Source: an optimization exercise on an open RTL-to-GDS flow (aim: small area, a short achievable clock period and few clock cycles). Production flows keep margins and buffers that such runs may drop.
RTL that was checked went through simulation tests only; none was proved equivalent to the original.
Power and IR drop assume default switching activity.

==> flow/design.v <==
module fixed_point_add #(
    parameter N = 20
) (
    input  [N - 1:0] x,
    input  [N - 1:0] y,
    input            ci,
    output [N - 1:0] s,
    output [N - 1:0] c,
    output           co
);
wire [N - 1:0] p0 = x ^ y;
wire [N - 1:0] g0 = x & y;
reg [N - 1:0] g, p;
integer i, k;
always @(*) begin
    g    = g0;
    p    = p0;
    g[0] = g0[0] | (p0[0] & ci);
    for (k = 1; k < N; k = k * 2)
        for (i = 0; i < N; i = i + 1)
            if ((i / k) % 2 == 1) begin
                g[i] = g[i] | (p[i] & g[(i / k) * k - 1]);
                p[i] = p[i] & p[(i / k) * k - 1];
            end
end
assign c  = {g[N - 2:0], ci};
assign s  = p0 ^ c;
assign co = g[N - 1];
endmodule
module fixed_point_sub;
endmodule
module fixed_point_mul;
endmodule
module fixed_point_div;
endmodule
module fixed_point_pow;
endmodule
module fixed_point_alu (
    clk,
    rst,
    start,
    done,
    op,
    a,
    b,
    result
);
parameter INTEGER_PART_WIDTH    = 11;
parameter FRACTIONAL_PART_WIDTH = 8;
localparam W = 19;
input clk;
input rst;
input  start;
output done;
input [2:0] op;
input signed [W - 1:0] a;
input signed [W - 1:0] b;
output reg signed [W - 1:0] result;
localparam [W - 1:0] MAXV = 19'h3ffff;
localparam [W - 1:0] MINV = 19'h40000;
localparam M_MUL  = 2'd0;
localparam M_DIV0 = 2'd1;
localparam M_DIV  = 2'd2;
reg        busy;
reg [1:0]  mode;
reg [3:0]  icnt;       
reg [10:0] pcnt;       
reg        neg;        
reg        dsb;        
reg        short;      
reg        prev;       
reg [19:0] sh;         
reg [20:0] acc;        
reg [15:1] orr;        
assign done = !busy;
wire go = start && !busy;
wire       as_div = op[1] & op[0];
wire [W:0] as_sum;
wire [W:0] as_c;
wire       as_co;
fixed_point_add #(.N(W + 1)) as_add (
    .x  (as_div ? {(W + 1){1'b0}} : {a[W - 1], a}),
    .y  (as_div ? {1'b0, a ^ {W{a[W - 1]}}} : ({b[W - 1], b} ^ {(W + 1){op[0]}})),
    .ci (as_div ? a[W - 1] : op[0]),
    .s  (as_sum),
    .c  (as_c),
    .co (as_co)
);
wire [W - 1:0] as_res = (as_sum[W] != as_sum[W - 1]) ? (as_sum[W] ? MINV : MAXV) : as_sum[W - 1:0];
wire a_small = (a[18:11] == {8{a[18]}});
wire b_small = (b[18:11] == {8{b[18]}});
wire m_swap  = b_small && !a_small;
function [21:0] brow;
    input [2:0]  bits;
    input [18:0] m;
    reg one, two, ng;
    reg [20:0] mm, x;
    begin
        one  = bits[0] ^ bits[1];
        two  = (bits == 3'b011) | (bits == 3'b100);
        ng   = bits[2] & ~(bits[1] & bits[0]);
        mm   = {{2{m[18]}}, m};
        x    = ({21{one}} & mm) | ({21{two}} & {mm[19:0], 1'b0});
        brow = {x[20] ^ ng, x ^ {21{ng}}};
    end
endfunction
wire [2:0]  bd0 = {sh[1:0], prev};
wire [2:0]  bd1 = sh[3:1];
wire        n0  = bd0[2] & ~(bd0[1] & bd0[0]);
wire        n1  = bd1[2] & ~(bd1[1] & bd1[0]);
wire [21:0] pr0 = brow(bd0, result);
wire [21:0] pr1 = brow(bd1, result);
wire [24:0] x0 = {{4{acc[20]}}, acc};
wire [24:0] x1 = {{3{pr0[21]}}, pr0};
wire [24:0] x2 = {pr1[21], pr1, n1, n1};
wire [24:0] cs_s = x0 ^ x1 ^ x2;
wire [24:0] cs_c = {(x0[23:0] & x1[23:0]) | (x0[23:0] & x2[23:0]) | (x1[23:0] & x2[23:0]), n0};
wire [24:0] msum;
wire [24:0] m_c;
wire        m_co;
fixed_point_add #(.N(25)) m_add (
    .x  (cs_s),
    .y  (cs_c),
    .ci (n1),
    .s  (msum),
    .c  (m_c),
    .co (m_co)
);
wire [20:0] acc_n = msum[24:4];
wire [19:0] sh_n  = {msum[3:0], sh[19:4]};
wire [24:0] m_p  = cs_s ^ cs_c;
wire [24:0] m_z  = ~(m_p[24:0] ^ {cs_s[23:0] | cs_c[23:0], 1'b0});
wire [24:0] m_o  = ~(m_p[24:0] ^ ~{cs_s[23:0] & cs_c[23:0], 1'b1});
wire m_fit_l = ((&m_z[24:11]) & ~(m_p[10] ^ m_c[10])) | ((&m_o[24:11]) & (m_p[10] ^ m_c[10]));
wire m_fit_s = ((&m_z[24:19]) & ~(m_p[18] ^ m_c[18])) | ((&m_o[24:19]) & (m_p[18] ^ m_c[18]));
wire [W - 1:0] m_raw = short ? {acc_n[14:0], sh_n[19:16]} : {acc_n[6:0], sh_n[19:8]};
wire           m_fit = short ? m_fit_s : m_fit_l;
wire [W - 1:0] m_res = m_fit ? m_raw : (acc_n[20] ? MINV : MAXV);
function [20:0] rinit;
    input n;
    rinit = {13'd0, ~n, {7{n}}};
endfunction
wire [18:0] da = result;
wire [18:0] bl = ~sh[18:0];
reg  [18:0] bl_sm;     
integer k;
always @(*) begin
    bl_sm[18] = bl[18];
    for (k = 17; k >= 0; k = k - 1) bl_sm[k] = bl_sm[k + 1] | bl[k];
end
wire [18:0] bh_sm = dsb ? {bl_sm[17:0], 1'b1} : bl_sm;
function le;
    input integer c;
    input [18:0]  sm;
    le = ((c >= 0 ? (da >> c) : (da << -c)) & ~sm) == 0;
endfunction
wire d_ovf = ((bl == 0) && !dsb) || !le(10, bh_sm);   
wire d_z   = le(-9, bl_sm);                           
wire d_l6  = le(-3, bl_sm);                           
wire d_l12 = le(3, bl_sm);                            
wire [26:0] nd = {da, 8'd0};
wire [18:0] t0 = {acc[17:0], result[18]};
wire [18:0] s0, c0;
wire        q1;
fixed_point_add #(.N(19)) d_sub0 (.x(t0), .y(sh[18:0]), .ci(~dsb), .s(s0), .c(c0), .co(q1));
wire [17:0] r0 = q1 ? s0[17:0] : t0[17:0];
wire [18:0] t1 = {r0, result[17]};
wire [18:0] s1, c1;
wire        q0;
fixed_point_add #(.N(19)) d_sub1 (.x(t1), .y(sh[18:0]), .ci(~dsb), .s(s1), .c(c1), .co(q0));
wire [17:0] r1 = q0 ? s1[17:0] : t1[17:0];
wire [15:0] qh      = result[15:0];
wire        q_lo_or = q1 | q0;
wire [15:0] qh_neg  = qh ^ ({orr, 1'b0} | {16{q_lo_or}});
wire        q_any   = orr[15] | qh[15] | q_lo_or;
wire [W - 1:0] d_res = (result[17] | result[16]) ? (neg ? MINV : MAXV) :
                       neg ? {q_any, qh_neg, q1 ^ q0, q0} : {1'b0, qh, q1, q0};
always @(posedge clk) begin
    if (rst) begin
        busy   <= 1'b0;
        result <= 0;
    end else if (go) begin
        case (op)
            3'd0, 3'd1: result <= as_res;
            3'd2: begin
                result <= m_swap ? a : b;
                sh     <= m_swap ? {b[W - 1], b} : {a[W - 1], a};
                short  <= a_small | b_small;
                prev   <= 1'b0;
                acc    <= rinit(a[W - 1] ^ b[W - 1]);
                icnt   <= (a_small | b_small) ? 4'd2 : 4'd4;
                pcnt   <= 11'd0;
                mode   <= M_MUL;
                busy   <= 1'b1;
            end
            3'd3: begin
                result <= as_sum[W - 1:0];
                sh     <= {1'b0, b ^ {W{~b[W - 1]}}};
                dsb    <= b[W - 1];
                neg    <= a[W - 1] ^ b[W - 1];
                mode   <= M_DIV0;
                busy   <= 1'b1;
            end
            default: begin
                result <= (b[18:8] == 0) ? 19'h00100 : a;
                sh     <= {a[W - 1], a};
                short  <= a_small;
                prev   <= 1'b0;
                acc    <= rinit(1'b0);
                icnt   <= a_small ? 4'd2 : 4'd4;
                pcnt   <= b[18:8] - 11'd2;
                mode   <= M_MUL;
                busy   <= (b[18:9] != 0);
            end
        endcase
    end else if (busy) begin
        case (mode)
            M_MUL: begin
                if (icnt == 0) begin
                    result <= m_res;
                    if (pcnt == 0) begin
                        busy <= 1'b0;
                    end else begin
                        pcnt <= pcnt - 1;
                        sh   <= {a[W - 1], a};
                        prev <= 1'b0;
                        acc  <= rinit(a[W - 1] ^ m_res[W - 1]);
                        icnt <= short ? 4'd2 : 4'd4;
                    end
                end else begin
                    acc  <= acc_n;
                    sh   <= sh_n;
                    prev <= sh[3];
                    icnt <= icnt - 1;
                end
            end
            M_DIV0: begin
                mode <= M_DIV;
                orr  <= 0;
                if (d_ovf) begin
                    result <= neg ? MINV : MAXV;
                    busy   <= 1'b0;
                end else if (d_z) begin
                    result <= 0;
                    busy   <= 1'b0;
                end else if (d_l6) begin
                    acc    <= nd >> 6;
                    result <= {nd[5:0], 13'd0};
                    icnt   <= 4'd2;
                end else if (d_l12) begin
                    acc    <= nd >> 12;
                    result <= {nd[11:0], 7'd0};
                    icnt   <= 4'd5;
                end else begin
                    acc    <= nd >> 20;
                    result <= nd[19:1];
                    icnt   <= 4'd9;
                end
            end
            default: begin
                acc[17:0] <= r1;
                if (icnt == 0) begin
                    result <= d_res;
                    busy   <= 1'b0;
                end else begin
                    result <= {result[16:0], q1, q0};
                    orr    <= {orr[13:1] | {13{q_lo_or}}, q_lo_or, q0};
                    icnt   <= icnt - 1;
                end
            end
        endcase
    end
end
endmodule
make LEC_CHECK=0 ABC_AREA=1 CAP_MARGIN=20 CORE_MARGIN=2 CORE_UTILIZATION=40 SLEW_MARGIN=20 finish   # period 7.0 ns
run.sh (not shown) runs the stock make flow with config.mk's settings and CLKGATE_MAP_FILE= SYNTH_SCRIPT=/design/flow/synth_recipe.tcl, a recipe that flattens the netlist after the stock synthesis.
Next try:
--- a/flow/design.v
+++ b/flow/design.v
@@ -71,7 +71,6 @@
 reg        prev;       
 reg [19:0] sh;         
 reg [20:0] acc;        
-reg [15:1] orr;        
 assign done = !busy;
 wire go = start && !busy;
 wire       as_div = op[1] & op[0];
@@ -148,16 +147,15 @@
     bl_sm[18] = bl[18];
     for (k = 17; k >= 0; k = k - 1) bl_sm[k] = bl_sm[k + 1] | bl[k];
 end
-wire [18:0] bh_sm = dsb ? {bl_sm[17:0], 1'b1} : bl_sm;
+wire [18:0] b_sm = (dsb && (bl == bl_sm)) ? {bl_sm[17:0], 1'b1} : bl_sm;
 function le;
     input integer c;
-    input [18:0]  sm;
-    le = ((c >= 0 ? (da >> c) : (da << -c)) & ~sm) == 0;
+    le = ((c >= 0 ? (da >> c) : (da << -c)) & ~b_sm) == 0;
 endfunction
-wire d_ovf = ((bl == 0) && !dsb) || !le(10, bh_sm);   
-wire d_z   = le(-9, bl_sm);                           
-wire d_l6  = le(-3, bl_sm);                           
-wire d_l12 = le(3, bl_sm);                            
+wire d_ovf = ((bl == 0) && !dsb) || !le(10);   
+wire d_z   = le(-9);                           
+wire d_l7  = le(-2);                           
+wire d_l13 = le(4);                            
 wire [26:0] nd = {da, 8'd0};
 wire [18:0] t0 = {acc[17:0], result[18]};
 wire [18:0] s0, c0;
@@ -169,12 +167,16 @@
 wire        q0;
 fixed_point_add #(.N(19)) d_sub1 (.x(t1), .y(sh[18:0]), .ci(~dsb), .s(s1), .c(c1), .co(q0));
 wire [17:0] r1 = q0 ? s1[17:0] : t1[17:0];
-wire [15:0] qh      = result[15:0];
-wire        q_lo_or = q1 | q0;
-wire [15:0] qh_neg  = qh ^ ({orr, 1'b0} | {16{q_lo_or}});
-wire        q_any   = orr[15] | qh[15] | q_lo_or;
-wire [W - 1:0] d_res = (result[17] | result[16]) ? (neg ? MINV : MAXV) :
-                       neg ? {q_any, qh_neg, q1 ^ q0, q0} : {1'b0, qh, q1, q0};
+wire [16:0] qh = result[16:0];
+reg  [16:0] qh_or;     
+always @(*) begin
+    qh_or[0] = 1'b0;
+    for (k = 1; k < 17; k = k + 1) qh_or[k] = qh_or[k - 1] | qh[k - 1];
+end
+wire [16:0] qh_neg = qh ^ (qh_or | {17{q1}});
+wire        q_any  = qh_or[16] | qh[16] | q1;
+wire [W - 1:0] d_res = result[17] ? (neg ? MINV : MAXV) :
+                       neg ? {q_any, qh_neg, q1} : {1'b0, qh, q1};
 always @(posedge clk) begin
     if (rst) begin
         busy   <= 1'b0;
@@ -236,24 +238,23 @@
             end
             M_DIV0: begin
                 mode <= M_DIV;
-                orr  <= 0;
                 if (d_ovf) begin
                     result <= neg ? MINV : MAXV;
                     busy   <= 1'b0;
                 end else if (d_z) begin
                     result <= 0;
                     busy   <= 1'b0;
-                end else if (d_l6) begin
-                    acc    <= nd >> 6;
-                    result <= {nd[5:0], 13'd0};
-                    icnt   <= 4'd2;
-                end else if (d_l12) begin
-                    acc    <= nd >> 12;
-                    result <= {nd[11:0], 7'd0};
-                    icnt   <= 4'd5;
+                end else if (d_l7) begin
+                    acc    <= nd >> 7;
+                    result <= {nd[6:0], 12'd0};
+                    icnt   <= 4'd3;
+                end else if (d_l13) begin
+                    acc    <= nd >> 13;
+                    result <= {nd[12:0], 6'd0};
+                    icnt   <= 4'd6;
                 end else begin
-                    acc    <= nd >> 20;
-                    result <= nd[19:1];
+                    acc    <= nd >> 19;
+                    result <= nd[18:0];
                     icnt   <= 4'd9;
                 end
             end
@@ -264,7 +265,6 @@
                     busy   <= 1'b0;
                 end else begin
                     result <= {result[16:0], q1, q0};
-                    orr    <= {orr[13:1] | {13{q_lo_or}}, q_lo_or, q0};
                     icnt   <= icnt - 1;
                 end
             end
The new run ran to the end with no violations.
Sequential share of layout area shrinks by 2.2 points.
Global-route usage is lower by 1.0 points.
Combinational power rises by a few percent.
Worst hold slack gets better by 0.047 ns.
Final cell count came out lower slightly.
Count of clock-buffer cells in the layout is unchanged.
Register-to-register slack gets better by 0.16 ns.
Critical path depth came out lower by 3.
Routed wire length falls by a little under a tenth.
Clock skew shrinks by 0.010 ns.
Sequential cell count falls by 15.
Total power climbs slightly.
Die area is lower by a few percent.
Via count shrinks slightly.
Testbench counts after the change, summed over its fixed seeds: cycles 48,035.
For the first run of this note, only the layout was checked, not whether the RTL still works.

static timing again, ports no longer ideal:
How much do the figures lean on ideal ports? The routed layouts below were timed once more, with nothing changed but the port constraints.
Step 1 (the two cells are an assumption about what drives the block):
set clk [get_ports {clk}]
set_driving_cell -lib_cell sky130_fd_sc_hd__clkbuf_16 $clk
set_driving_cell -lib_cell sky130_fd_sc_hd__buf_2 [delete_from_list [all_inputs] $clk]
Step 2, shift: input delay + t, output delay - t, t = (earliest + latest rising clock arrival at the registers) / 2. This alone moves slack from input paths to output paths.
Slacks: ideal / step 1 / step 2; pairs: ideal / step 1.
run	shift t [ns]	slack for setup (ns)	hold slack, ns	clock arrival spread, ns
the first run	0.435	0.579 / 0.579 / 0.579	0.572 / 0.572 / 0.572	0.021 / 0.022
the second run	0.410	0.742 / 0.742 / 0.742	0.619 / 0.619 / 0.619	0.011 / 0.011
After both steps setup and hold are still met in every run listed.
